This design comes from an exercise in tuning for a short achievable clock period and few clock cycles on the open sky130 flow, not from production work. Function was not checked in any run shown here: the RTL went through the layout flow alone. Power figures rest on the tool's default switching activity, not on a simulated workload.

`flow/design.v`:
```
module adder32(in1, in2, out);
input [31:0] in1, in2;
output [31:0] out;
assign out = (in1 + in2);
endmodule
module mux2#(parameter WIDTH = 8)
            (d0, d1, s, y);
	input [WIDTH-1:0] d0, d1;
	input s;
	output [WIDTH-1:0] y;
	assign y = s ? d1 : d0; 
endmodule
module pc(rst, clk, newPc, pc);
input rst, clk;
input [31:0] newPc;
output reg [31:0] pc;
always @(negedge rst or posedge clk)
begin
if (!rst)
	pc <= 0;
else
	pc <= newPc;
end
endmodule
module pcAdd(pc, pcPlus4);
input [31:0] pc;
output [31:0] pcPlus4;
assign pcPlus4=pc+4;
endmodule
module shiftLeft2#(parameter IN_WIDTH = 8, parameter OUT_WIDTH = 8)
            (in, out);
	input [IN_WIDTH-1:0] in;
	output [OUT_WIDTH-1:0] out;
	assign out = in << 2;
endmodule
module signExtend(imm, signImm);
input [15:0] imm;
output [31:0] signImm;
assign signImm={{16{imm[15]}}, imm[15:0]};
endmodule
module alu(srcA, srcB, aluControl, shamt, aluResult, zero);
input [31:0] srcA, srcB;
input [3:0] aluControl;
input [4:0] shamt;
output reg [31:0] aluResult;
output zero;
always @(*)
begin
	case(aluControl)
		4'b0000 : aluResult=srcA&srcB;
		4'b0001 : aluResult=srcA|srcB;
		4'b0010 : aluResult=srcA+srcB;
		4'b0110 : aluResult=srcA-srcB;
		4'b0111 : aluResult=srcA<srcB?1:0;
		4'b1010 : aluResult=srcB<<shamt;
		4'b1100 : aluResult=~(srcA|srcB);
		default : aluResult=0;
	endcase
end
assign zero=aluResult==0?1:0;
endmodule
module controlUnit(opcode, funct, regDst, aluSrc, memToReg, regWrite, memRead, memWrite, branch, jump, aluControl);
input [5:0] opcode, funct;
output regDst, aluSrc, memToReg, regWrite, memRead, memWrite, branch, jump;
output [3:0] aluControl;
wire [1:0] aluOp;
mainDecoder md(opcode, regDst, aluSrc, memToReg, regWrite, memRead, memWrite, branch, jump, aluOp);
aluDecoder ad(funct, aluOp, aluControl);
endmodule
module mainDecoder(opcode, regDst, aluSrc, memToReg, regWrite, memRead, memWrite, branch, jump, aluOp);
input [5:0] opcode;
output regDst, aluSrc, memToReg, regWrite, memRead, memWrite, branch, jump;
output [1:0] aluOp;
reg [9:0] controls;
assign {regDst, aluSrc, memToReg, regWrite, memRead, memWrite, branch, jump, aluOp} = controls;
always @(*)
begin
	case(opcode)
		6'b000000: controls <= 10'b1001000010;  
		6'b100011: controls <= 10'b0111100000;  
		6'b101011: controls <= 10'b0100010000;  
		6'b000100: controls <= 10'b0000001001;  
		6'b001000, 
		6'b001001: controls <= 10'b0101000000;  
		6'b001101: controls <= 10'b0101000000;  
		6'b000010: controls <= 10'b0000000100;  
		default:   controls <= 10'bxxxxxxxxxx;  
    endcase
end
endmodule
module aluDecoder(funct, aluOp, aluControl);
input [5:0] funct;
input [1:0] aluOp;
output reg [3:0] aluControl;
always @(*)
begin
	case(aluOp)
		2'b00: aluControl <= 4'b0010;   
		2'b01: aluControl <= 4'b0110;   
		default:	case(funct)           
			6'b100000,
			6'b100001: aluControl <= 4'b0010;  
			6'b100010,
			6'b100011: aluControl <= 4'b0110;  
			6'b100100: aluControl <= 4'b0000;  
			6'b100101: aluControl <= 4'b0001;  
			6'b101010: aluControl <= 4'b0111;  
			6'b000000: aluControl <= 4'b1010;  
			default:   aluControl <= 4'bxxxx;  
        endcase
    endcase
end
endmodule
module registerFile(clk, regWrite, readReg1, readReg2, writeReg, writeData, readData1, readData2);
	input clk, regWrite;
	input [4:0] readReg1, readReg2, writeReg;
	input [31:0] writeData;
	output [31:0] readData1, readData2;
	reg [31:0] rf [31:0];
	always @(posedge clk) begin
    if (regWrite) rf[writeReg] <= writeData;
	end
	assign readData1 = (readReg1 != 0) ? rf[readReg1] : 0;
	assign readData2 = (readReg2 != 0) ? rf[readReg2] : 0;
endmodule
module mipsSystem(rst, clk, imem_addr, imem_rdata, dmem_we, dmem_addr, dmem_wdata, dmem_rdata, wb_en, wb_reg, wb_data);
input rst, clk;
output [31:0] imem_addr;
input [31:0] imem_rdata;
output dmem_we;
output [31:0] dmem_addr, dmem_wdata;
input [31:0] dmem_rdata;
output wb_en;
output [4:0] wb_reg;
output [31:0] wb_data;
reg [31:0] pc;
reg        e_valid, e_wr, e_load, e_store, e_br;
reg [4:0]  e_dst;
reg [31:0] e_a;           
reg [31:0] e_bx;          
reg [31:0] e_sd;          
reg [31:0] e_target;
reg [4:0]  e_shamt;
reg        e_sub;         
reg        e_sel_sum, e_op_and, e_op_or, e_op_slt, e_op_sll;
reg        e_fa, e_fb, e_fs;    
reg        m_valid, m_wr, m_load, m_rep;
reg [4:0]  m_dst;
reg [31:0] m_res;
reg        o_we;
reg [31:0] o_addr, o_wdata;
reg        r_en;
reg [4:0]  r_dst;
reg [31:0] r_data;
reg        w_en;
reg [4:0]  w_dst;
reg [31:0] w_data;
wire [31:0] ir = imem_rdata;
wire [5:0] f_op = ir[31:26];
wire [4:0] f_rs = ir[25:21];
wire [4:0] f_rt = ir[20:16];
wire [4:0] f_rd = ir[15:11];
wire [5:0] f_fn = ir[5:0];
wire [31:0] f_sext = {{16{ir[15]}}, ir[15:0]};
wire f_rtype = (f_op == 6'b000000);
wire f_lw    = (f_op == 6'b100011);
wire f_sw    = (f_op == 6'b101011);
wire f_beq   = (f_op == 6'b000100);
wire f_j     = (f_op == 6'b000010);
wire f_addi  = (f_op == 6'b001000) | (f_op == 6'b001001) | (f_op == 6'b001101);
wire f_bsame = f_beq & (f_rs == f_rt);       
wire f_bcond = f_beq & (f_rs != f_rt);
wire f_wr    = f_rtype | f_lw | f_addi;
wire [4:0] f_dst = f_rtype ? f_rd : f_rt;
wire f_sll   = f_rtype & (f_fn == 6'b000000);
wire f_sub   = f_rtype & ((f_fn == 6'b100010) | (f_fn == 6'b100011) | (f_fn == 6'b101010));
wire f_use_rs = (f_rtype & ~f_sll) | f_lw | f_sw | f_addi | f_bcond;
wire f_use_rt = f_rtype | f_sw | f_bcond;
wire [31:0] pc4 = pc + 32'd4;
wire [16:0] bt_lo = {1'b0, pc4[17:2]} + {1'b0, ir[15:0]};
wire [13:0] pc4_hi = pc4[31:18];
wire [13:0] pc4_hi_p1 = pc4_hi + 14'd1;
wire [13:0] pc4_hi_m1 = pc4_hi - 14'd1;
wire [13:0] bt_hi = (bt_lo[16] == ir[15]) ? pc4_hi : bt_lo[16] ? pc4_hi_p1 : pc4_hi_m1;
wire [31:0] f_btarget = {bt_hi, bt_lo[15:0], 2'b00};
wire [31:0] f_jtarget = {pc4[31:28], ir[25:0], 2'b00};
wire [31:0] rd1, rd2;
registerFile regFile(.clk(clk), .regWrite(w_en), .readReg1(f_rs), .readReg2(f_rt),
                     .writeReg(w_dst), .writeData(w_data), .readData1(rd1), .readData2(rd2));
wire [31:0] m_val = m_load ? dmem_rdata : m_res;
wire f_a_e = e_valid & e_wr & (e_dst == f_rs);
wire f_b_e = e_valid & e_wr & (e_dst == f_rt);
wire f_a_m = m_valid & m_wr & (m_dst == f_rs);
wire f_b_m = m_valid & m_wr & (m_dst == f_rt);
wire f_a_w = w_en & (w_dst == f_rs);
wire f_b_w = w_en & (w_dst == f_rt);
wire [31:0] f_a = (f_rs == 5'd0) ? 32'd0 : f_a_m ? m_val : f_a_w ? w_data : rd1;
wire [31:0] f_b = (f_rt == 5'd0) ? 32'd0 : f_b_m ? m_val : f_b_w ? w_data : rd2;
wire [31:0] ea = e_fa ? m_res : e_a;
wire [31:0] eb = e_fb ? (m_res ^ {32{e_sub}}) : e_bx;
wire [32:0] sum1 = {ea, 1'b1} + {eb, e_sub};
wire [31:0] sum = sum1[32:1];
wire        carry = (ea[31] & eb[31]) | ((ea[31] | eb[31]) & ~sum[31]);    
wire [31:0] other = ({32{e_op_and}} & (ea & eb))
                  | ({32{e_op_or}}  & (ea | eb))
                  | ({32{e_op_sll}} & (eb << e_shamt));
wire [31:0] alu_res = e_sel_sum ? sum : {other[31:1], other[0] | (e_op_slt & ~carry)};
wire        zsum = &(~(ea ^ eb ^ {ea[30:0] | eb[30:0], e_sub}));
wire        e_redirect = e_valid & e_br & zsum;
wire        e_zero = e_sel_sum ? zsum : e_op_and ? ~|(ea & eb) : ~|(ea | eb);
wire        e_zok = e_valid & e_wr & ~e_load & (e_sel_sum | e_op_and | e_op_or);
wire [31:0] e_sdata = e_fs ? m_res : e_sd;
wire f_fast = f_bcond & (f_rt == 5'd0) & (f_rs == e_dst) & e_zok;
wire f_ftaken = f_fast & e_zero;
wire stall = e_valid & e_load & (e_dst != 5'd0) &
             ((f_use_rs & (e_dst == f_rs)) | (f_use_rt & (e_dst == f_rt)));
wire [31:0] pc_next = e_redirect ? e_target :
                      stall      ? pc :
                      f_j        ? f_jtarget :
                      (f_bsame | f_ftaken) ? f_btarget : pc4;
assign imem_addr = pc;
assign dmem_we    = o_we;
assign dmem_addr  = o_addr;
assign dmem_wdata = o_wdata;
wire m_rep_now = m_valid & m_wr & ~m_rep;
wire e_rep_now = ~m_rep_now & e_valid & e_wr & ~e_load;
assign wb_en   = r_en;
assign wb_reg  = r_dst;
assign wb_data = r_data;
always @(posedge clk or negedge rst) begin
	if (!rst) begin
		pc      <= 32'd0;
		e_valid <= 1'b0;
		m_valid <= 1'b0;
		o_we    <= 1'b0;
		w_en    <= 1'b0;
		r_en    <= 1'b0;
	end else begin
		pc      <= pc_next;
		e_valid <= ~e_redirect & ~stall & (f_wr | f_sw | (f_bcond & ~f_fast));
		m_valid <= e_valid;
		o_we    <= e_valid & e_store;
		w_en    <= m_valid & m_wr;
		r_en    <= m_rep_now | e_rep_now;
	end
end
always @(posedge clk) begin
	e_wr      <= f_wr;
	e_load    <= f_lw;
	e_store   <= f_sw;
	e_br      <= f_bcond;
	e_dst     <= f_dst;
	e_a       <= f_a;
	e_bx      <= (f_rtype | f_beq) ? (f_b ^ {32{f_sub | f_beq}}) : f_sext;
	e_sd      <= f_b;
	e_target  <= f_btarget;
	e_shamt   <= ir[10:6];
	e_sub     <= f_sub | f_beq;
	e_sel_sum <= ~f_rtype | (f_fn == 6'b100000) | (f_fn == 6'b100001) |
	             (f_fn == 6'b100010) | (f_fn == 6'b100011);
	e_op_and  <= f_rtype & (f_fn == 6'b100100);
	e_op_or   <= f_rtype & (f_fn == 6'b100101);
	e_op_slt  <= f_rtype & (f_fn == 6'b101010);
	e_op_sll  <= f_sll;
	e_fa      <= (f_rs != 5'd0) & f_a_e;
	e_fb      <= (f_rt != 5'd0) & f_b_e & (f_rtype | f_beq);
	e_fs      <= (f_rt != 5'd0) & f_b_e;
	m_wr    <= e_wr;
	m_load  <= e_load;
	m_dst   <= e_dst;
	m_res   <= alu_res;
	m_rep   <= e_rep_now;
	if (e_valid & (e_load | e_store)) o_addr <= alu_res;
	if (e_valid & e_store) o_wdata <= e_sdata;
	r_dst   <= m_rep_now ? m_dst : e_dst;
	r_data  <= m_rep_now ? m_val : alu_res;
	w_dst  <= m_dst;
	w_data <= m_val;
end
endmodule
```
`flow/flow/run.sh`:
```
#!/bin/bash
# Standard ORFS layout with two changes to how it is made (the SDC is unchanged):
#  - no extraction of full/half adder cells in synthesis (ADDER_MAP_FILE empty),
#    so that ABC maps the adders for speed;
#  - timing repair aimed at a setup margin well above the 11 ns clock, so that
#    repair keeps improving paths that already meet it.
set -euo pipefail
MARGIN=${MARGIN:-7.5}
bash standard.sh SETUP_SLACK_MARGIN=$MARGIN ABC_CLOCK_PERIOD_IN_PS=3000 finish > flow_make.log 2>&1
```
`flow/standard.sh`:
```
#!/bin/bash
# synth_recipe.tcl (not shown) runs the flow's synth.tcl, then flattens the netlist and writes it again
# the make line also repeats each setting of config.mk as NAME=value (left out here)
make -C /OpenROAD-flow-scripts/flow DESIGN_CONFIG=/design/flow/config.mk WORK_HOME=/design/flow/orfs CLKGATE_MAP_FILE= SYNTH_SCRIPT=/design/flow/synth_recipe.tcl "${@:-finish}"
```
`flow/config.mk`:
```
export PLATFORM = sky130hd
export DESIGN_NAME = mipsSystem
export DESIGN_NICKNAME = mipsSystem
export VERILOG_FILES = /design/flow/design.v
export SDC_FILE = /design/flow/constraint.sdc
export NUM_CORES = 8
export LEC_CHECK = 0
export CAP_MARGIN = 20
export CORE_MARGIN = 2
export CORE_UTILIZATION = 40
export PLACE_DENSITY = 0.6
export SLEW_MARGIN = 20
```
`flow/constraint.sdc`:
```
create_clock -name core_clock -period 11.0 [get_ports {clk}]
set_input_delay 2.2000 -clock core_clock [delete_from_list [all_inputs] [get_ports {clk}]]
set_output_delay 2.2000 -clock core_clock [all_outputs]
set_load 0.01 [all_outputs]
```
==> reports/metrics.yaml, run 1 <==
grt_first_pass_wirelength_um: 358000
grt_max_degree: 66
cts_buf_count: 143
worst_r2r_path_depth: 21
layout_worst_path_cycle_share_pct: 45.8
ctsHtreeMaxLevel: 4
cellPowerDensity_nw_per_um2: 176
die_w_um: 417
detailroute.via_count: 46600
syn_to_layout_area_delta_pct: 29.2
holdCritPathClass: "reg2reg"
worstReg2RegEnd: "pc[29]$_DFFE_PN0P_"
maxSlewHeadroom_pct: 19.2
portBuffers: 198
routed_via_density: 6.36
core_um2: 169000
ys_seq_elements: 1386
max_clock_freq_mhz: 198
gp_congestion: 0.990
hold_buffers: 0
p_clk_share_pct: 31.2
worst_ir_drop_vdd_uv: 195
cp.arrival_ns: 5.76
instance_count_of_the_mapped_netlist: 4394
r2r_start: "pc[3]$_DFFE_PN0P_"
power_switching_mw: 4.75
worst_setup_path_end_kind: "register"
timing.critical_path.from_type: "input port"
synth_enable_flop_cells: 1088
leakage_dissipation_nw: 30.3
outcome: "finished clean"
intPower_mw: 10.7
grt_antenna_before_repair: 9
clk_root_buffer_cell: "sky130_fd_sc_hd__clkbuf_16"
average_cell_area_after_synthesis_um2: 15.5
grt_usage_pct: 29.3
layout.nets: 5149
detail_route.drc_violations: 0
io_pins: 201
power.share.switching_pct: 30.6
mostFrequentLayoutCells: "sky130_fd_sc_hd__edfxtp_1 (1088), sky130_fd_sc_hd__mux4_2 (657), sky130_fd_sc_hd__buf_4 (246)"
postSynth.topFlopCell: "sky130_fd_sc_hd__edfxtp_1"
fp.dieH_um: 417
async_flop_share_pct: 2.53
layout.cells.most_common: "sky130_fd_sc_hd__edfxtp_1"
fin_crit_ns: 5.04
clock_sinks: 1386
p_seq_share_pct: 46.0
max-cap-violations: 0
worstSetupPathType: "in2reg"
finalHoldViolCount: 0
cts.reportedPaths.clkPinSlew_ns: 0.07
setup_viol_count_final: 0
die-area_um2: 174000
firstDrtPassIters: 6
clock_latency_ns: 0.80
drt-wirelength-per-cell_um: 35.6
min-delay-start: "e_wr$_DFF_P_"
yosys_warn_count: 2
placement_rows: 151
detail_route.wirelength_um: 261000
tns_ns: 0
grt_overflow_total: 0
worstHoldEndpoint: "m_wr$_DFF_P_"
critPathMaxFanout: 6
worst_slack_on_hold_paths_ns: 0.361
hpwlAfterDp_um: 140000
grt_pass1_vias: 45600
timing.reg2reg.setup_slack_ns: 6.10
tritoncts: "built"
start_util_pct: 40.2
min_path_cells: 0
synth_cell_types: 84
unrepaired_setup_endpoints_after_global_routing: "true"
power.combinational.fraction_pct: 22.8
worstPathRequired_ns: 11.72
synthesis.area_um2: 68100
post_route_cells_drive_above_1_share_pct: 44.4
final_max_slew_viols: 0
ctsLongestPathBuffers: 3
seq_area_frac_synth_pct: 57.0
timing_worst_slew_pin_value_ns: 1.20
final_antenna_net_count: 0
first_iter_violations: 6313
clock_skew_ns: 0.0188
-- worst max-delay path, stage by stage --
cell,delay (ns)
sky130_fd_sc_hd__clkdlybuf4s15_2,0.29
sky130_fd_sc_hd__ha_4,0.34
sky130_fd_sc_hd__nand4_1,0.16
sky130_fd_sc_hd__a211oi_2,0.21
sky130_fd_sc_hd__o21ai_2,0.10
sky130_fd_sc_hd__o21a_1,0.21
sky130_fd_sc_hd__buf_12,0.14
sky130_fd_sc_hd__buf_4,0.17
sky130_fd_sc_hd__ha_4,0.27
sky130_fd_sc_hd__a21boi_4,0.18
sky130_fd_sc_hd__a2bb2o_4,0.24
sky130_fd_sc_hd__a21oi_4,0.21
sky130_fd_sc_hd__a211oi_4,0.11
sky130_fd_sc_hd__o21ai_2,0.18
sky130_fd_sc_hd__mux2i_2,0.31
sky130_fd_sc_hd__mux2_4,0.33
sky130_fd_sc_hd__nor2_1,0.10
-- power groups by stage --
stage	clock, mW	sequential, mW	combinational, mW
after floorplan	0	6.92	1.60
after global placement	0	7.18	2.45
after detailed placement	0	7.20	2.45
after CTS	4.86	7.09	3.13
after global routing	5.06	7.18	3.71
final	4.83	7.13	3.54
-- worst max-delay path by stage --
stage          cells after the start                  to  slack (ns)           start
2_1_floorplan                     19  pc[30]$_DFFE_PN0P_        5.36   imem_rdata[0]
3_3_place_gp                      20  pc[30]$_DFFE_PN0P_        3.93   imem_rdata[1]
3_5_place_dp                      20  pc[30]$_DFFE_PN0P_        3.93   imem_rdata[1]
4_1_cts                           21  pc[28]$_DFFE_PN0P_        6.02   imem_rdata[0]
5_1_grt                           19  pc[29]$_DFFE_PN0P_        5.89   imem_rdata[0]
6_report                          17  pc[29]$_DFFE_PN0P_        5.96  imem_rdata[12]
-- registers in the layout, summed over array words and instances, names as in the netlist, 30 cells and up --
name and cells:
w_data 32, e_sd 32, e_target 30, m_res 32, o_addr 32, r_data 32
e_bx 32, regFile.rf 1024, o_wdata 32, e_a 32, pc 30
-- timing repair --
action / CTS / global route
endpoints found under the setup margin: 381 / 316
gates cloned: 90 / 14
pin swaps: 143 / 168
setup buffers: 275 / 90
gates resized for setup: 1360 / 319
-- layer usage --
metal | global-route usage [%] | part of all wire [%]
met5 | 0 | 0.0031
met4 | 13.0 | 5.3
met3 | 5.39 | 9.7
met2 | 47.6 | 48
met1 | 38.6 | 37
-- per-stage QoR --
stage	cell area (um2)	utilization, %	worst slack, ns	power (mW)	std cells
CTS	85500	50.5	6.02	15.1	7223
floorplan	69600	-	5.36	8.52	4395
global route	88000	52.0	5.89	15.9	7329
global placement	73100	43.2	3.93	9.64	6596
finish	88000	52.0	5.96	15.5	7330
detailed placement	73100	43.2	3.93	9.65	6596
-- Yosys cell counts, drive strengths merged, types with 35 or more instances --
| cell | n | area share, % |
|---|---|---|
| a21oi | 262 | 1.9 |
| buf | 132 | 0.83 |
| clkbuf | 176 | 0.97 |
| dfrtp | 35 | 1.3 |
| dfxtp | 263 | 7.7 |
| edfxtp | 1088 | 48 |
| ha | 87 | 1.6 |
| inv | 127 | 0.70 |
| mux2 | 65 | 1.1 |
| mux2i | 233 | 3.4 |
| mux4 | 657 | 22 |
| nand2 | 206 | 1.1 |
| nor2 | 299 | 1.7 |
| o21ai | 178 | 1.3 |
| xnor2 | 110 | 1.4 |
| xor2 | 105 | 1.3 |
-- layout make-up --
| type | instances | area [um2] |
|---|---|---|
| fill | 13500 | 81300 |
| multi-input combinational | 2577 | 31600 |
| timing repair buffer | 754 | 9640 |
| clock buffer | 197 | 3990 |
| timing repair inverter | 1 | 16.3 |
| clock inverter | 65 | 567 |
| sequential | 1386 | 38900 |
| antenna | 3 | 7.51 |
| tap | 2218 | 2780 |
| inverter | 129 | 526 |
-- kinds of logic (layout without fill, tap and decap cells) --
logic type | Yosys count | in the layout | synth area share (%)
buf+inv | 437 | 1146 | 2.51
other cells | 1 | 5 | 0.00550
simple gates | 714 | 719 | 4.74
xor+xnor | 215 | 215 | 2.76
mux | 955 | 955 | 26.2
flops | 1386 | 1386 | 57.0
fa+ha+maj | 92 | 92 | 1.73
compound gates | 594 | 594 | 5.05
==> run 2, diff against run 1 <==
--- a/flow/flow/run.sh
+++ b/flow/flow/run.sh
@@ -6,4 +6,4 @@
 #    repair keeps improving paths that already meet it.
 set -euo pipefail
 MARGIN=${MARGIN:-7.5}
-bash standard.sh SETUP_SLACK_MARGIN=$MARGIN ABC_CLOCK_PERIOD_IN_PS=3000 finish > flow_make.log 2>&1
+bash standard.sh ADDER_MAP_FILE= SETUP_SLACK_MARGIN=$MARGIN ABC_CLOCK_PERIOD_IN_PS=3000 finish > flow_make.log 2>&1
==> reports/metrics.yaml, run 2 <==
outcome: "finished clean"
synth_compound_gate_area_share_pct: 6.34
placement_rows: 152
setup_viol_count_final: 0
detailedPlace.worstSlack_ns: 4.54
final_design_area_no_fill_um2: 91400
clock_skew_ns: 0.0399
postLayoutSetupSlackWorst_ns: 6.46
final_max_slew_viols: 0
die-area_um2: 177000
finish.cell_count_without_fillers: 7769
clock_latency_ns: 0.83
layout.cells.most_common: "sky130_fd_sc_hd__edfxtp_1"
synth_enable_flop_cells: 1088
core_um2: 172000
routed_via_density: 6.39
detail_route.wirelength_um: 268000
tritoncts: "built"
ctsLongestPathBuffers: 3
final_antenna_net_count: 0
synth_top_cell_area_share_pct: 47.1
fp.dieH_um: 421
cp.arrival_ns: 5.26
syn_to_layout_area_delta_pct: 31.6
yosys_warn_count: 2
synth.cells.most_frequent: "sky130_fd_sc_hd__edfxtp_1 (1088), sky130_fd_sc_hd__mux4_2 (649), sky130_fd_sc_hd__nor2_1 (377)"
grt_first_pass_wirelength_um: 370000
holdCritPathClass: "reg2reg"
tns_ns: 0
fin_crit_ns: 4.54
max-cap-violations: 0
async_flop_share_pct: 2.53
start_util_pct: 40.4
portBuffers: 198
yosys.cell_count.top_type: "sky130_fd_sc_hd__edfxtp_1"
post_route_cells_drive_above_1_share_pct: 45.1
firstDrtPassIters: 9
largest_family_of_logic_cells_by_synthesized_area: "multiplexers"
drt-wirelength-per-cell_um: 34.5
first_iter_violations: 7131
unrepaired_setup_endpoints_after_global_routing: "true"
layout.nets: 5401
worst_ir_drop_vdd_uv: 161
timing_worst_slew_pin_value_ns: 1.11
ctsHtreeMaxLevel: 4
worst_setup_path_end_kind: "register"
mostFrequentLayoutCells: "sky130_fd_sc_hd__edfxtp_1 (1088), sky130_fd_sc_hd__mux4_2 (649), sky130_fd_sc_hd__buf_4 (291)"
grt_pass1_vias: 47700
ys_seq_elements: 1386
synth_cell_types: 100
worstPathRequired_ns: 11.72
synth_simple_gate_area_share_pct: 5.92
dp.cells: 6935
leakage_dissipation_nw: 31.2
synth_mux_area_share_pct: 25.6
average_cell_area_after_synthesis_um2: 14.9
finalHoldViolCount: 0
placed_area_um2: 74300
synth_adder_area_share_pct: 0.173
clock_sinks: 1386
gp_congestion: 1.02
cellPowerDensity_nw_per_um2: 166
grt_usage_pct: 29.9
detailroute.via_count: 49600
instance_count_of_the_mapped_netlist: 4669
seq_area_frac_synth_pct: 55.9
die_w_um: 421
hpwlAfterDp_um: 148000
maxSlewHeadroom_pct: 25.7
synth_area_leader_cell: "sky130_fd_sc_hd__edfxtp_1"
largest_reg_flops: 1024
layout_worst_path_cycle_share_pct: 41.2
synthesis.area_um2: 69400
ys_top_cells_by_area: "sky130_fd_sc_hd__edfxtp_1 (47%), sky130_fd_sc_hd__mux4_2 (21%), sky130_fd_sc_hd__dfxtp_1 (7.6%)"
hold_buffers: 0
synth_xor_area_share_pct: 3.55
timing.critical_path.from_type: "input port"
cts_buf_count: 147
clk_root_buffer_cell: "sky130_fd_sc_hd__clkbuf_16"
worstSetupPathType: "in2reg"
detail_route.drc_violations: 0
max_clock_freq_mhz: 220
io_pins: 201
postSynth.topFlopCell: "sky130_fd_sc_hd__edfxtp_1"
grt_overflow_total: 0
cts.reportedPaths.clkPinSlew_ns: 0.06
max_flop_register: "regFile.rf"
grt_antenna_before_repair: 7
grt_max_degree: 62
critPathMaxFanout: 9
[run 2: repair_timing]
action,in CTS,in global routing
endpoints found under the setup margin,385,331
buffers inserted,314,136
cloned,104,6
gates resized for setup,1509,386
pin swaps,140,208
[run 2: path summary, 6_finish.rpt]
path / to / from / cells past startpoint / slack [ns]
worst max-delay path: pc[27]$_DFFE_PN0P_ / imem_rdata[5] / 14 / 6.46
worst min-delay path: m_wr$_DFF_P_ / e_wr$_DFF_P_ / 0 / 0.36
worst max register to register: pc[31]$_DFFE_PN0P_ / pc[6]$_DFFE_PN0P_ / 13 / 6.63
worst min register to register: m_wr$_DFF_P_ / e_wr$_DFF_P_ / 0 / 0.36
max in group asynchronous: pc[28]$_DFFE_PN0P_ / rst / 2 / 9.04
min in group asynchronous: pc[31]$_DFFE_PN0P_ / rst / 2 / 1.47
[run 2: cells by family (layout without fill, tap and decap cells)]
| group | after synthesis | in the layout |
|---|---|---|
| buffers and inverters | 423 | 1202 |
| AOI/OAI and AO/OA | 718 | 719 |
| and+or+nand+nor | 908 | 913 |
| other | 1 | 6 |
| adders and majority gates | 12 | 12 |
| DFF | 1386 | 1386 |
| muxes | 941 | 941 |
| xor gates and xnor gates | 280 | 280 |
[run 2: through the flow]
| step | total power, mW | utilization, % | hold slack (ns) |
|---|---|---|---|
| after floorplan | 8.24 | - | 0.331 |
| after global placement | 9.22 | 43.2 | 0.346 |
| after detailed placement | 9.24 | 43.2 | 0.351 |
| after CTS | 14.9 | 51.3 | 0.358 |
| after global routing | 15.6 | 53.1 | 0.363 |
| final | 15.2 | 53.1 | 0.360 |
[run 2: per-layer routing]
layer | wire, um | global-route usage (%) | share of wire [%] | vias to the layer above
li1 | - | - | - | 20000
met1 | 98800 | 38.8 | 37 | 25700
met2 | 126000 | 46.9 | 47 | 3231
met3 | 26100 | 6.30 | 9.7 | 718
met4 | 17800 | 16.9 | 6.6 | 10
met5 | 77 | 0 | 0.029 | -
[run 2: layout make-up]
type / count / area (um2)
clock inverters: 78 / 813
well taps: 2310 / 2890
inverters: 74 / 315
diodes: 4 / 10.0
fillers: 13700 / 80600
repair inverters: 1 / 8.76
multi-input cells: 2867 / 33200
flip-flops and latches: 1386 / 38900
clock buffers: 191 / 4090
repair buffers: 858 / 11200
[run 2: worst max-delay path, stage by stage]
cell and delay [ns]:
sky130_fd_sc_hd__dlygate4sd2_1 0.44, sky130_fd_sc_hd__clkinv_2 0.26, sky130_fd_sc_hd__nor2_1 0.31, sky130_fd_sc_hd__nor4_2 0.10, sky130_fd_sc_hd__o211ai_1 0.17, sky130_fd_sc_hd__buf_4 0.18, sky130_fd_sc_hd__a21oi_4 0.07, sky130_fd_sc_hd__o31ai_4 0.39
sky130_fd_sc_hd__a21boi_4 0.11, sky130_fd_sc_hd__buf_12 0.17, sky130_fd_sc_hd__buf_12 0.12, sky130_fd_sc_hd__mux2i_4 0.18, sky130_fd_sc_hd__o221a_2 0.34, sky130_fd_sc_hd__a311oi_2 0.20
[run 2: report_power, final]
part           switching [mW]  internal, mW
combinational            1.66          1.40
clock                    2.15          2.94
sequential              0.650          6.35
total                    4.47          10.7
==> run 3, diff against run 2 <==
--- a/flow/design.v
+++ b/flow/design.v
@@ -139,10 +139,9 @@
 reg [31:0] e_a;           
 reg [31:0] e_bx;          
 reg [31:0] e_sd;          
-reg [31:0] e_target;
+reg [31:0] e_pc4;
 reg [4:0]  e_shamt;
-reg        e_sub;         
-reg        e_sel_sum, e_op_and, e_op_or, e_op_slt, e_op_sll;
+reg        e_op_add, e_op_sub, e_op_and, e_op_or, e_op_slt, e_op_sll;
 reg        e_fa, e_fb, e_fs;    
 reg        m_valid, m_wr, m_load, m_rep;
 reg [4:0]  m_dst;
@@ -168,21 +167,21 @@
 wire f_beq   = (f_op == 6'b000100);
 wire f_j     = (f_op == 6'b000010);
 wire f_addi  = (f_op == 6'b001000) | (f_op == 6'b001001) | (f_op == 6'b001101);
-wire f_bsame = f_beq & (f_rs == f_rt);       
-wire f_bcond = f_beq & (f_rs != f_rt);
+wire f_bsame = f_beq & (f_rs == f_rt) & f_short;    
+wire f_bcond = f_beq & ~f_bsame;
 wire f_wr    = f_rtype | f_lw | f_addi;
 wire [4:0] f_dst = f_rtype ? f_rd : f_rt;
 wire f_sll   = f_rtype & (f_fn == 6'b000000);
-wire f_sub   = f_rtype & ((f_fn == 6'b100010) | (f_fn == 6'b100011) | (f_fn == 6'b101010));
 wire f_use_rs = (f_rtype & ~f_sll) | f_lw | f_sw | f_addi | f_bcond;
 wire f_use_rt = f_rtype | f_sw | f_bcond;
 wire [31:0] pc4 = pc + 32'd4;
-wire [16:0] bt_lo = {1'b0, pc4[17:2]} + {1'b0, ir[15:0]};
-wire [13:0] pc4_hi = pc4[31:18];
-wire [13:0] pc4_hi_p1 = pc4_hi + 14'd1;
-wire [13:0] pc4_hi_m1 = pc4_hi - 14'd1;
-wire [13:0] bt_hi = (bt_lo[16] == ir[15]) ? pc4_hi : bt_lo[16] ? pc4_hi_p1 : pc4_hi_m1;
-wire [31:0] f_btarget = {bt_hi, bt_lo[15:0], 2'b00};
+wire f_short = (ir[15:5] == 11'h000) | (ir[15:5] == 11'h7ff);
+wire [6:0]  bt_lo = {1'b0, pc4[7:2]} + {1'b0, ir[5:0]};
+wire [23:0] pc4_hi = pc4[31:8];
+wire [23:0] pc4_hi_p1 = pc4_hi + 24'd1;
+wire [23:0] pc4_hi_m1 = pc4_hi - 24'd1;
+wire [23:0] bt_hi = (bt_lo[6] == ir[5]) ? pc4_hi : bt_lo[6] ? pc4_hi_p1 : pc4_hi_m1;
+wire [31:0] f_btarget = {bt_hi, bt_lo[5:0], 2'b00};
 wire [31:0] f_jtarget = {pc4[31:28], ir[25:0], 2'b00};
 wire [31:0] rd1, rd2;
 registerFile regFile(.clk(clk), .regWrite(w_en), .readReg1(f_rs), .readReg2(f_rt),
@@ -197,20 +196,21 @@
 wire [31:0] f_a = (f_rs == 5'd0) ? 32'd0 : f_a_m ? m_val : f_a_w ? w_data : rd1;
 wire [31:0] f_b = (f_rt == 5'd0) ? 32'd0 : f_b_m ? m_val : f_b_w ? w_data : rd2;
 wire [31:0] ea = e_fa ? m_res : e_a;
-wire [31:0] eb = e_fb ? (m_res ^ {32{e_sub}}) : e_bx;
-wire [32:0] sum1 = {ea, 1'b1} + {eb, e_sub};
-wire [31:0] sum = sum1[32:1];
-wire        carry = (ea[31] & eb[31]) | ((ea[31] | eb[31]) & ~sum[31]);    
+wire [31:0] eb = e_fb ? m_res : e_bx;
+wire [31:0] e_sdata = e_fs ? m_res : e_sd;    
+wire [31:0] add = ea + eb;
+wire [32:0] sub = {1'b0, ea} - {1'b0, eb};
 wire [31:0] other = ({32{e_op_and}} & (ea & eb))
                   | ({32{e_op_or}}  & (ea | eb))
                   | ({32{e_op_sll}} & (eb << e_shamt));
-wire [31:0] alu_res = e_sel_sum ? sum : {other[31:1], other[0] | (e_op_slt & ~carry)};
-wire        zsum = &(~(ea ^ eb ^ {ea[30:0] | eb[30:0], e_sub}));
-wire        e_redirect = e_valid & e_br & zsum;
-wire        e_zero = e_sel_sum ? zsum : e_op_and ? ~|(ea & eb) : ~|(ea | eb);
-wire        e_zok = e_valid & e_wr & ~e_load & (e_sel_sum | e_op_and | e_op_or);
-wire [31:0] e_sdata = e_fs ? m_res : e_sd;
-wire f_fast = f_bcond & (f_rt == 5'd0) & (f_rs == e_dst) & e_zok;
+wire [31:0] alu_res = e_op_add ? add : e_op_sub ? sub[31:0] : {other[31:1], other[0] | (e_op_slt & sub[32])};
+wire        zadd = &(~(ea ^ eb ^ {ea[30:0] | eb[30:0], 1'b0}));
+wire        eq = (ea == eb);
+wire        e_redirect = e_valid & e_br & (ea == e_sdata);
+wire        e_zero = e_op_add ? zadd : e_op_sub ? eq : e_op_and ? ~|(ea & eb) : ~|(ea | eb);
+wire        e_zok = e_valid & e_wr & ~e_load & (e_op_add | e_op_sub | e_op_and | e_op_or);
+wire [31:0] e_target = e_pc4 + {e_bx[29:0], 2'b00};
+wire f_fast = f_beq & f_short & (f_rt == 5'd0) & (f_rs == e_dst) & e_zok;
 wire f_ftaken = f_fast & e_zero;
 wire stall = e_valid & e_load & (e_dst != 5'd0) &
              ((f_use_rs & (e_dst == f_rs)) | (f_use_rt & (e_dst == f_rt)));
@@ -251,19 +251,18 @@
 	e_br      <= f_bcond;
 	e_dst     <= f_dst;
 	e_a       <= f_a;
-	e_bx      <= (f_rtype | f_beq) ? (f_b ^ {32{f_sub | f_beq}}) : f_sext;
+	e_bx      <= f_rtype ? f_b : f_sext;
 	e_sd      <= f_b;
-	e_target  <= f_btarget;
+	e_pc4     <= pc4;
 	e_shamt   <= ir[10:6];
-	e_sub     <= f_sub | f_beq;
-	e_sel_sum <= ~f_rtype | (f_fn == 6'b100000) | (f_fn == 6'b100001) |
-	             (f_fn == 6'b100010) | (f_fn == 6'b100011);
+	e_op_add  <= ~f_rtype | (f_fn == 6'b100000) | (f_fn == 6'b100001);
+	e_op_sub  <= f_rtype & ((f_fn == 6'b100010) | (f_fn == 6'b100011));
 	e_op_and  <= f_rtype & (f_fn == 6'b100100);
 	e_op_or   <= f_rtype & (f_fn == 6'b100101);
 	e_op_slt  <= f_rtype & (f_fn == 6'b101010);
 	e_op_sll  <= f_sll;
 	e_fa      <= (f_rs != 5'd0) & f_a_e;
-	e_fb      <= (f_rt != 5'd0) & f_b_e & (f_rtype | f_beq);
+	e_fb      <= (f_rt != 5'd0) & f_b_e & f_rtype;
 	e_fs      <= (f_rt != 5'd0) & f_b_e;
 	m_wr    <= e_wr;
 	m_load  <= e_load;
--- a/flow/config.mk
+++ b/flow/config.mk
@@ -7,6 +7,6 @@
 export LEC_CHECK = 0
 export CAP_MARGIN = 20
 export CORE_MARGIN = 2
-export CORE_UTILIZATION = 40
-export PLACE_DENSITY = 0.6
+export CORE_UTILIZATION = 65
+export PLACE_DENSITY = 0.75
 export SLEW_MARGIN = 20
==> reports/metrics.yaml, run 3 <==
grt_usage_pct: 78.8
yosys.cell_count.top_type: "sky130_fd_sc_hd__edfxtp_1"
error_message: "[ERROR GRT-0116] Global routing finished with congestion. Check the congestion regions in the DRC Viewer."
synth_cell_types: 110
fp.dieH_um: 339
synth_top_cell_area_share_pct: 44.8
synth_enable_flop_cells: 1088
average_cell_area_after_synthesis_um2: 14.0
outcome: "did not finish"
synth.cells.most_frequent: "sky130_fd_sc_hd__edfxtp_1 (1088), sky130_fd_sc_hd__mux4_2 (654), sky130_fd_sc_hd__nor2_1 (396)"
grt_overflow_total: 3
instance_count_of_the_mapped_netlist: 5206
ctsHtreeMaxLevel: 4
detailedPlace.worstSlack_ns: 4.08
async_flop_share_pct: 2.66
gp_congestion: 1.07
grt_pass1_vias: 71500
exit_stage: "global routing (5_1_grt)"
clk_root_buffer_cell: "sky130_fd_sc_hd__clkbuf_16"
ctsLongestPathBuffers: 3
die_w_um: 339
synth_area_leader_cell: "sky130_fd_sc_hd__edfxtp_1"
yosys_warn_count: 2
start_util_pct: 65.7
clock_sinks: 1390
placement_rows: 122
postSynth.topFlopCell: "sky130_fd_sc_hd__edfxtp_1"
synthesis.area_um2: 72900
seq_area_frac_synth_pct: 53.3
ys_seq_elements: 1390
portBuffers: 200
grt_first_pass_wirelength_um: 616000
cts_buf_count: 141
io_pins: 201
grt_max_degree: 73
ys_top_cells_by_area: "sky130_fd_sc_hd__edfxtp_1 (45%), sky130_fd_sc_hd__mux4_2 (20%), sky130_fd_sc_hd__dfxtp_1 (7.3%)"
dp.cells: 6606
hpwlAfterDp_um: 198000
[run 3: cell count changes after synthesis, sizes merged, moves of 37 or more]
cell | previous run | this run
clkbuf | 226 | 276
inv | 72 | 121
nand2 | 238 | 297
nor2b | 13 | 50
o22ai | 9 | 67
o31ai | 15 | 64
[run 3: power groups by stage]
stage / registers [mW] / logic (mW) / clock network, mW
CTS: 7.11 / 3.52 / 5.28
detailed placement: 7.22 / 2.82 / 0
global placement: 7.18 / 2.75 / 0
floorplan: 6.85 / 1.81 / 0
[run 3: timing repair]
action	in CTS
pin swaps	138
setup buffers	275
resized for setup	1401
cloned	75
hold buffers	0
setup endpoints to repair	363
[run 3: metrics by stage]
| stage | cell area (um2) | utilization (%) | hold WS [ns] |
|---|---|---|---|
| CTS | 88800 | 80.0 | 0.414 |
| detailed placement | 76600 | 69.0 | 0.388 |
| global placement | 76600 | 69.0 | 0.381 |
| floorplan | 74000 | - | 0.331 |
[run 3: how the worst max path moves through the flow]
stage / start / end / slack [ns] / cells after the start
after global placement: imem_rdata[5] / pc[16]$_DFFE_PN0P_ / 4.42 / 14
after CTS: imem_rdata[27] / pc[11]$_DFFE_PN0P_ / 6.46 / 16
after floorplan: imem_rdata[18] / pc[14]$_DFFE_PN0P_ / 5.91 / 14
after detailed placement: imem_rdata[16] / e_bx[3]$_DFF_P_ / 4.08 / 9
[run 3: cell families after synthesis]
family / synth area share [%]
xor+xnor: 3.33
buf+inv: 2.99
compound gates: 8.82
mux: 24.1
simple gates: 6.86
fa+ha+maj: 0.537
flops: 53.3
[run 3: layer usage]
| metal | overflow | GRT usage (%) |
|---|---|---|
| met3 | 0 | 69.7 |
| met5 | 0 | 47.9 |
| met1 | 0 | 79.1 |
| met4 | 3 | 73.1 |
| met2 | 0 | 91.0 |
==> run 4, diff against run 3 <==
--- a/flow/config.mk
+++ b/flow/config.mk
@@ -7,6 +7,6 @@
 export LEC_CHECK = 0
 export CAP_MARGIN = 20
 export CORE_MARGIN = 2
-export CORE_UTILIZATION = 65
-export PLACE_DENSITY = 0.75
+export CORE_UTILIZATION = 40
+export PLACE_DENSITY = 0.6
 export SLEW_MARGIN = 20
==> reports/metrics.yaml, run 4 <==
io_pins: 201
grt_max_degree: 55
finish.cell_count_without_fillers: 8263
postLayoutCoreUtil_pct: 51.4
finalHoldViolCount: 0
first_iter_violations: 9157
postSynth.topFlopCell: "sky130_fd_sc_hd__edfxtp_1"
worstPathRequired_ns: 11.73
grt_first_pass_wirelength_um: 430000
core_um2: 181000
yosys_warn_count: 2
ctsLongestPathBuffers: 3
min-delay-start: "m_dst[2]$_DFF_P_"
clock_latency_ns: 0.84
cp.arrival_ns: 5.49
average_cell_area_after_synthesis_um2: 14.0
seq_area_frac_synth_pct: 53.3
grt_overflow_total: 0
grt_antenna_before_repair: 18
synth_compound_gate_area_share_pct: 8.82
synthesis.area_um2: 72900
fp.dieH_um: 431
postLayoutSetupSlackWorst_ns: 6.24
synth_mux_area_share_pct: 24.1
ys_seq_elements: 1390
cts.reportedPaths.clkPinSlew_ns: 0.06
ctsHtreeMaxLevel: 4
clk_root_buffer_cell: "sky130_fd_sc_hd__clkbuf_16"
yosys.cell_count.top_type: "sky130_fd_sc_hd__edfxtp_1"
outcome: "finished clean"
holdCritPathClass: "reg2reg"
cts_buf_count: 147
tritoncts: "built"
detail_route.wirelength_um: 315000
total_power_mw: 16.2
mostFrequentLayoutCells: "sky130_fd_sc_hd__edfxtp_1 (1088), sky130_fd_sc_hd__mux4_2 (654), sky130_fd_sc_hd__nor2_1 (337)"
timing.reg2reg.setup_slack_ns: 6.31
unrepaired_setup_endpoints_after_global_routing: "true"
worst_ir_drop_vdd_uv: 176
hpwlAfterDp_um: 181000
syn_to_layout_area_delta_pct: 27.4
leakage_dissipation_nw: 31.5
worstSetupPathType: "in2reg"
grt_pass1_vias: 53700
layout.nets: 5826
layout_worst_path_cycle_share_pct: 43.3
post_route_cells_drive_above_1_share_pct: 39.8
largest_family_of_logic_cells_by_synthesized_area: "multiplexers"
synth_top_cell_area_share_pct: 44.8
gp_congestion: 1.03
cellPowerDensity_nw_per_um2: 174
setup_viol_count_final: 0
maxSlewHeadroom_pct: 17.6
final_design_area_no_fill_um2: 92900
portBuffers: 200
placement_rows: 156
dp.cells: 7489
hold_buffers: 0
worst_setup_path_end_kind: "register"
timing_worst_slew_pin_value_ns: 1.20
setup.worst_path.start: "imem_rdata[18]"
max_clock_freq_mhz: 210
synth_simple_gate_area_share_pct: 6.86
layout.cells.most_common: "sky130_fd_sc_hd__edfxtp_1"
worst_r2r_path_depth: 19
final_antenna_net_count: 0
detail_route.drc_violations: 0
critPathMaxFanout: 6
worstHoldEndpoint: "w_dst[2]$_DFF_P_"
placed_area_um2: 77800
synth.cells.most_frequent: "sky130_fd_sc_hd__edfxtp_1 (1088), sky130_fd_sc_hd__mux4_2 (654), sky130_fd_sc_hd__nor2_1 (396)"
detailedPlace.worstSlack_ns: 4.13
synth_cell_types: 110
r2r_start: "e_fb$_DFF_P_"
worstReg2RegEnd: "pc[30]$_DFFE_PN0P_"
timing.critical_path.from_type: "input port"
largest_reg_flops: 1024
clock_sinks: 1390
ys_top_cells_by_area: "sky130_fd_sc_hd__edfxtp_1 (45%), sky130_fd_sc_hd__mux4_2 (20%), sky130_fd_sc_hd__dfxtp_1 (7.3%)"
async_flop_share_pct: 2.66
fin_crit_ns: 4.76
die-area_um2: 186000
tns_ns: 0
max-cap-violations: 0
max_flop_register: "regFile.rf"
worst_slack_on_hold_paths_ns: 0.415
synth_area_leader_cell: "sky130_fd_sc_hd__edfxtp_1"
min_path_cells: 0
synth_xor_area_share_pct: 3.33
routed_via_density: 6.78
synth_adder_area_share_pct: 0.537
grt_usage_pct: 33.1
clock_skew_ns: 0.0464
detailroute.via_count: 56000
drt-wirelength-per-cell_um: 38.1
start_util_pct: 40.3
firstDrtPassIters: 9
instance_count_of_the_mapped_netlist: 5206
die_w_um: 431
synth_enable_flop_cells: 1088
final_max_slew_viols: 0
[run 4: cell counts after synthesis]
No cell type changed its count.
[run 4: critical path, cell delays in order]
cell and delay, ns:
sky130_fd_sc_hd__buf_16 0.13, sky130_fd_sc_hd__or4_4 0.52, sky130_fd_sc_hd__nor2_4 0.13, sky130_fd_sc_hd__buf_12 0.12
sky130_fd_sc_hd__and4_4 0.26, sky130_fd_sc_hd__o2111ai_2 0.13, sky130_fd_sc_hd__or4_4 0.45, sky130_fd_sc_hd__nor4_4 0.19
sky130_fd_sc_hd__nor3_4 0.12, sky130_fd_sc_hd__buf_12 0.18, sky130_fd_sc_hd__buf_12 0.13, sky130_fd_sc_hd__nand2b_4 0.20
sky130_fd_sc_hd__buf_12 0.17, sky130_fd_sc_hd__a21oi_4 0.12, sky130_fd_sc_hd__xor2_1 0.18, sky130_fd_sc_hd__mux2i_1 0.12
sky130_fd_sc_hd__o21ai_1 0.12
[run 4: routing by layer]
layer  global-route usage [%]  vias to the layer above  wire length [um]
met1                     40.2                    28500            106000
met4                     23.6                       14             28800
li1                         -                    21900                 -
met2                     51.4                     4486            143000
met3                     8.71                     1186             37000
met5                        0                        -                85
[run 4: power breakdown]
part	internal [mW]	total (mW)	switching [mW]
combinational	1.60	3.76	2.16
clock	2.97	5.21	2.24
sequential	6.38	7.20	0.825
total	10.9	16.2	5.23
[run 4: final cells by class]
class	instances	area (um2)
fill	14800	88000
sequential	1390	39000
multi-input combinational	3283	35100
timing repair buffer	815	10300
clock buffer	195	4070
tap	2370	2970
clock inverter	79	946
inverter	123	478
antenna	8	20.0
[run 4: logic make-up after synthesis]
family | count (synthesis)
fa+ha+maj | 39
simple gates | 1076
compound gates | 965
flops | 1390
mux | 921
xor+xnor | 277
buf+inv | 538
[run 4: how the worst max path moves through the flow]
stage | end
after detailed placement | pc[16]$_DFFE_PN0P_
final | pc[30]$_DFFE_PN0P_
after CTS | pc[3]$_DFFE_PN0P_
after global routing | pc[3]$_DFFE_PN0P_
after floorplan | pc[14]$_DFFE_PN0P_
after global placement | pc[9]$_DFFE_PN0P_
[run 4: repair_timing]
| action | CTS | global route |
|---|---|---|
| pin swaps | 170 | 112 |
| setup buffers | 297 | 92 |
| gates cloned | 95 | 7 |
| endpoints found under the setup margin | 361 | 569 |
| gates resized for setup | 1467 | 219 |

[re-timing with driven ports]
The results above use ideal ports. As a check the final layouts listed here were re-extracted and re-timed, cells and wires unchanged. Step 1 (the two cells are an assumption about what drives the block):
set clk [get_ports {clk}]
set_driving_cell -lib_cell sky130_fd_sc_hd__clkbuf_16 $clk
set_driving_cell -lib_cell sky130_fd_sc_hd__buf_2 [delete_from_list [all_inputs] $clk]
Step 2 adds t to the input delays and takes it off the output delays; t is the mean of the earliest and latest rising clock arrival at the registers after step 1. Input paths then give back, and output paths get back, about the clock's delay inside the block. Slacks: ideal ports / drivers / drivers and shift; pairs: ideal ports / drivers.
run	shift t [ns]	setup WS [ns]	worst register clock-pin slew, ns	worst data-port slew with drivers (ns)
run 1	0.876	5.957 / 5.895 / 5.019	0.07 / 0.07	0.41
run 2	0.899	6.463 / 6.441 / 5.542	0.07 / 0.07	0.42
run 4	0.911	6.237 / 6.190 / 5.279	0.07 / 0.07	0.29
After both steps setup and hold are still met in every run listed. The setup slack of run 4, which loses most, moves by -0.047 ns with the drivers and by -0.958 ns with both steps.
